Context: an optimization exercise on an open-source flow, tuned for small area. The choices shown serve that exercise and are no tape-out recipe.
Only simulation tests tie the RTL to the original design; equivalence was not proved.
Power figures rest on the tool's default switching activity, not on a simulated workload.

==> module axi_gpio, before the edit <==
module axi_gpio
(
    input  logic        ACLK,
    input  logic        ARESETn,
    input  logic  [8:2] AWADDR,
    input  logic        AWVALID,
    output logic        AWREADY,
    input  logic [31:0] WDATA,
    input  logic  [3:0] WSTRB,
    input  logic        WVALID,
    output logic        WREADY,
    output logic  [1:0] BRESP,
    output logic        BVALID,
    input  logic        BREADY,
    input  logic  [8:2] ARADDR,
    input  logic        ARVALID,
    output logic        ARREADY,
    output logic [31:0] RDATA,
    output logic  [1:0] RRESP,
    output logic        RVALID,
    input  logic        RREADY,
    output logic        ip2intc_irpt,
    input  logic [31:0] gpio_io_i,
    output logic [31:0] gpio_io_o,
    output logic [31:0] gpio_io_t,
    input  logic [31:0] gpio2_io_i,
    output logic [31:0] gpio2_io_o,
    output logic [31:0] gpio2_io_t
);
localparam [6:0] A_GPIO_IO    = 7'h00;  
localparam [6:0] A_GPIO_IO_T  = 7'h01;  
localparam [6:0] A_GPIO2_IO   = 7'h02;  
localparam [6:0] A_GPIO2_IO_T = 7'h03;  
localparam [6:0] A_GIER       = 7'h47;  
localparam [6:0] A_IER        = 7'h48;  
localparam [6:0] A_ISR        = 7'h4A;  
logic        rst;
logic        wready;
logic        write_strobe;
logic        read_strobe;
logic [31:0] gpio_io_i_reg;
logic [31:0] gpio2_io_i_reg;
logic  [1:0] in_changed;
logic        global_int_en;
logic  [1:0] ip_int_en;
logic  [1:0] ip_int_status;
logic        isr_toggle;
always_ff @(posedge ACLK)
    rst <= ~ARESETn;
assign BRESP = 2'b00;
assign RRESP = 2'b00;
assign write_strobe = AWVALID && WVALID && !BVALID;
assign read_strobe  = ARVALID && !RVALID;
logic ws_ok;
logic aw_low;
logic [3:0] w_sel;
assign ws_ok  = write_strobe && !rst;
assign aw_low = AWADDR[8:4] == 5'd0;
assign w_sel[0] = ws_ok && aw_low && AWADDR[3:2] == 2'd0;
assign w_sel[1] = ws_ok && aw_low && AWADDR[3:2] == 2'd1;
assign w_sel[2] = ws_ok && aw_low && AWADDR[3:2] == 2'd2;
assign w_sel[3] = ws_ok && aw_low && AWADDR[3:2] == 2'd3;
logic [3:0] ld_o1, ld_t1, ld_o2, ld_t2;
logic [3:0] hd_o1, hd_t1, hd_o2, hd_t2;
logic       ld_gier, hd_gier, ld_ier, hd_ier;
genvar k;
generate
for (k = 0; k < 4; k++) begin : g_ldhd
    gpio_ldhd u_o1(.sel(w_sel[0]), .strb(WSTRB[k]), .rst(rst), .ld(ld_o1[k]), .hd(hd_o1[k]));
    gpio_ldhd u_t1(.sel(w_sel[1]), .strb(WSTRB[k]), .rst(rst), .ld(ld_t1[k]), .hd(hd_t1[k]));
    gpio_ldhd u_o2(.sel(w_sel[2]), .strb(WSTRB[k]), .rst(rst), .ld(ld_o2[k]), .hd(hd_o2[k]));
    gpio_ldhd u_t2(.sel(w_sel[3]), .strb(WSTRB[k]), .rst(rst), .ld(ld_t2[k]), .hd(hd_t2[k]));
end
endgenerate
always_comb begin
    ld_gier = ws_ok && AWADDR == A_GIER && WSTRB[3];
    hd_gier = !(ld_gier || rst);
    ld_ier  = ws_ok && AWADDR == A_IER  && WSTRB[0];
    hd_ier  = !(ld_ier || rst);
end
genvar i;
generate
for (i = 0; i < 32; i++) begin : g_bit
    logic d_o1, d_t1, d_o2, d_t2;
    gpio_ao22 u_o1(.a1(ld_o1[i/8]), .a2(WDATA[i]), .b1(hd_o1[i/8]), .b2(gpio_io_o[i]),  .y(d_o1));
    gpio_ao22 u_t1(.a1(ld_t1[i/8]), .a2(WDATA[i]), .b1(hd_t1[i/8]), .b2(gpio_io_t[i]),  .y(d_t1));
    gpio_ao22 u_o2(.a1(ld_o2[i/8]), .a2(WDATA[i]), .b1(hd_o2[i/8]), .b2(gpio2_io_o[i]), .y(d_o2));
    gpio_ao22 u_t2(.a1(ld_t2[i/8]), .a2(WDATA[i]), .b1(hd_t2[i/8]), .b2(gpio2_io_t[i]), .y(d_t2));
    always_ff @(posedge ACLK) begin
        gpio_io_o[i]  <= d_o1;
        gpio_io_t[i]  <= d_t1;
        gpio2_io_o[i] <= d_o2;
        gpio2_io_t[i] <= d_t2;
    end
end
endgenerate
always_ff @(posedge ACLK) begin
    global_int_en <= (ld_gier & WDATA[31]) | (hd_gier & global_int_en);
    ip_int_en     <= ({2{ld_ier}} & WDATA[1:0]) | ({2{hd_ier}} & ip_int_en);
end
always_ff @(posedge ACLK) begin
    wready <= !rst && write_strobe;
    BVALID <= !rst && (write_strobe || (BVALID && !BREADY));
end
assign AWREADY = wready;
assign WREADY  = wready;
always_ff @(posedge ACLK) begin
    gpio_io_i_reg  <= gpio_io_i;
    gpio2_io_i_reg <= gpio2_io_i;
    in_changed    <= in_changed_d;
end
logic [1:0] in_changed_d;
assign in_changed_d[0] = rst ? (|gpio_io_i)  : (|(gpio_io_i  ^ gpio_io_i_reg));
assign in_changed_d[1] = rst ? (|gpio2_io_i) : (|(gpio2_io_i ^ gpio2_io_i_reg));
assign isr_toggle = write_strobe && AWADDR == A_ISR && WSTRB[0];
always_ff @(posedge ACLK) begin
    ip_int_status <= rst ? 2'b00 :
                     (in_changed | (ip_int_status ^ (WDATA[1:0] & {2{isr_toggle}})));
    ip2intc_irpt  <= !rst && |ip_int_status;
end
always_ff @(posedge ACLK) begin
    ARREADY <= !rst && read_strobe;
    RVALID  <= !rst && (read_strobe || (RVALID && !RREADY));
end
logic s_io1, s_t1, s_io2, s_t2, s_gier, s_ier, s_isr;
always_comb begin
    s_io1  = !RVALID && ARADDR == A_GPIO_IO;
    s_t1   = !RVALID && ARADDR == A_GPIO_IO_T;
    s_io2  = !RVALID && ARADDR == A_GPIO2_IO;
    s_t2   = !RVALID && ARADDR == A_GPIO2_IO_T;
    s_gier = !RVALID && ARADDR == A_GIER;
    s_ier  = !RVALID && ARADDR == A_IER;
    s_isr  = !RVALID && ARADDR == A_ISR;
end
logic [31:0] rd_mux;
generate
for (i = 0; i < 32; i++) begin : g_rd
    gpio_rd_bit u_rd(.hold(RVALID), .q(RDATA[i]),
                     .s0(s_io1), .d0(gpio_io_i_reg[i]),
                     .s1(s_t1),  .d1(gpio_io_t[i]),
                     .s2(s_io2), .d2(gpio2_io_i_reg[i]),
                     .s3(s_t2),  .d3(gpio2_io_t[i]),
                     .y(rd_mux[i]));
end
endgenerate
always_ff @(posedge ACLK) begin
    RDATA <= rd_mux
           | ({32{s_gier}} & {1'b0, global_int_en, 30'd0})
           | ({32{s_ier}}  & {30'd0, ip_int_en})
           | ({32{s_isr}}  & {30'd0, ip_int_status});
end
endmodule
==> module gpio_chg, before the edit <==
module gpio_chg (input logic rst, input logic [31:0] i, r, output logic y);
    assign y = rst ? (|i) : (|(i ^ r));
endmodule
==> module gpio_ldhd, before the edit <==
module gpio_ldhd (input logic sel, strb, rst, output logic ld, hd);
    assign ld = sel & strb;
    assign hd = ~(ld | rst);
endmodule
export LEC_CHECK = 0
export CAP_MARGIN = 20
export CORE_MARGIN = 2
export CORE_UTILIZATION = 40
export SLEW_MARGIN = 20
export SYNTH_HIERARCHICAL = 1
create_clock -name core_clock -period 5.0 [get_ports {ACLK}]
standard.sh (not shown) runs the stock make flow with config.mk's settings and CLKGATE_MAP_FILE= SYNTH_SCRIPT=/design/flow/synth_recipe.tcl, a recipe that flattens the netlist after the stock synthesis.
==> flow/flow/run.sh <==
#!/bin/bash
# Own layout flow: the standard ORFS flow (standard.sh, unchanged synthesis),
# with two layout options changed:
#  - port buffers use the smallest buffer cell (buf_1) instead of the tool's pick;
#  - clock tree synthesis without dummy load cells.
# Each tool's full output stays in orfs/logs/; make's own output goes to flow_make.log.
set -euo pipefail
cd "$(dirname "$0")/.."
BPA="-buffer_cell sky130_fd_sc_hd__buf_1"
CTSA="-sink_clustering_enable -repair_clock_nets -dont_use_dummy_load"
if [[ -f flow/cts_args.txt ]]; then CTSA="$(cat flow/cts_args.txt)"; fi
export BUFFER_PORTS_ARGS="$BPA"
export CTS_ARGS="$CTSA"
bash standard.sh "BUFFER_PORTS_ARGS=$BPA" "CTS_ARGS=$CTSA" finish > flow_make.log 2>&1
==> flow/flow/cts_args.txt <==
-sink_clustering_enable -repair_clock_nets -dont_use_dummy_load -sink_clustering_size 30 -sink_clustering_max_diameter 200 -buf_list sky130_fd_sc_hd__clkbuf_16 -root_buf sky130_fd_sc_hd__clkbuf_4 -tree_buf sky130_fd_sc_hd__clkbuf_4
The first run finished with timing, DRC and antenna clean.
Edit:
--- a/flow/design.v
+++ b/flow/design.v
@@ -61,17 +61,20 @@
 assign w_sel[2] = ws_ok && aw_low && AWADDR[3:2] == 2'd2;
 assign w_sel[3] = ws_ok && aw_low && AWADDR[3:2] == 2'd3;
 logic [3:0] ld_o1, ld_t1, ld_o2, ld_t2;
 logic [3:0] hd_o1, hd_t1, hd_o2, hd_t2;
 logic       ld_gier, hd_gier, ld_ier, hd_ier;
+logic [3:0] w_sel_n, wstrb_n;
+assign w_sel_n = ~w_sel;
+assign wstrb_n = ~WSTRB;
 genvar k;
 generate
 for (k = 0; k < 4; k++) begin : g_ldhd
-    gpio_ldhd u_o1(.sel(w_sel[0]), .strb(WSTRB[k]), .rst(rst), .ld(ld_o1[k]), .hd(hd_o1[k]));
-    gpio_ldhd u_t1(.sel(w_sel[1]), .strb(WSTRB[k]), .rst(rst), .ld(ld_t1[k]), .hd(hd_t1[k]));
-    gpio_ldhd u_o2(.sel(w_sel[2]), .strb(WSTRB[k]), .rst(rst), .ld(ld_o2[k]), .hd(hd_o2[k]));
-    gpio_ldhd u_t2(.sel(w_sel[3]), .strb(WSTRB[k]), .rst(rst), .ld(ld_t2[k]), .hd(hd_t2[k]));
+    gpio_ldhd u_o1(.sel_n(w_sel_n[0]), .strb_n(wstrb_n[k]), .rst(rst), .ld(ld_o1[k]), .hd(hd_o1[k]));
+    gpio_ldhd u_t1(.sel_n(w_sel_n[1]), .strb_n(wstrb_n[k]), .rst(rst), .ld(ld_t1[k]), .hd(hd_t1[k]));
+    gpio_ldhd u_o2(.sel_n(w_sel_n[2]), .strb_n(wstrb_n[k]), .rst(rst), .ld(ld_o2[k]), .hd(hd_o2[k]));
+    gpio_ldhd u_t2(.sel_n(w_sel_n[3]), .strb_n(wstrb_n[k]), .rst(rst), .ld(ld_t2[k]), .hd(hd_t2[k]));
 end
 endgenerate
 always_comb begin
     ld_gier = ws_ok && AWADDR == A_GIER && WSTRB[3];
     hd_gier = !(ld_gier || rst);
@@ -155,16 +158,16 @@
 endmodule
 module gpio_rd_bit (input logic hold, q, s0, d0, s1, d1, s2, d2, s3, d3,
                     output logic y);
     assign y = (hold & q) | (s0 & d0) | (s1 & d1) | (s2 & d2) | (s3 & d3);
 endmodule
-module gpio_chg (input logic rst, input logic [31:0] i, r, output logic y);
-    assign y = rst ? (|i) : (|(i ^ r));
-endmodule
-module gpio_ldhd (input logic sel, strb, rst, output logic ld, hd);
-    assign ld = sel & strb;
-    assign hd = ~(ld | rst);
+module gpio_ldhd (input logic sel_n, strb_n, rst, output logic ld, hd);
+    gpio_nor2 u_ld(.a(sel_n), .b(strb_n), .y(ld));
+    gpio_nor2 u_hd(.a(ld),    .b(rst),    .y(hd));
+endmodule
+module gpio_nor2 (input logic a, b, output logic y);
+    assign y = ~(a | b);
 endmodule
 module axi_gpio_expanded
 #(
     parameter C_ALL_INPUTS        = 0,
     parameter C_ALL_OUTPUTS       = 0,
The new run completed with no timing, DRC or antenna violations.
Synthesized cell count rose by 0.59%.
Synthesized area fell by 0.52%.
Die area fell by 0.50%.
Global-route usage rose by 0.21 points.
Total power hardly moves.
Final cell count rose by 0.64%.
Combinational power is about the same.
Worst setup slack is worse by 82 ps.
Worst hold slack is worse by 8.9 ps.
Clock-buffer cell count does not change.

==> port drivers added, routing unchanged <==
No port has a modelled driver above. Below, the same layouts with a new extraction and two added sets of constraints. Step 1, drivers: a clkbuf_16 drives ACLK and a buf_2 each remaining input, both assumed. Step 2 adds t to the input delays and takes it off the output delays; t is the mean of the earliest and latest rising clock arrival at the registers after step 1. Input paths then give back, and output paths get back, about the clock's delay inside the block. Slacks: no drivers / after step 1 / after step 2; pairs: no drivers / after step 1.
run | t, ns | setup slack, ns | worst setup path after step 2 | worst register clock-pin slew, ns | pins driven straight from the clock port
the first run | 0.623 | 1.859 / 1.869 / 1.245 | input to register | 0.12 / 0.12 | 1
the second run | 0.623 | 1.776 / 1.796 / 1.173 | input to register | 0.12 / 0.12 | 1
After both steps setup and hold are still met in every run listed. The setup slack of the first run, which loses most, moves by +0.010 ns with the drivers and by -0.614 ns with both steps.
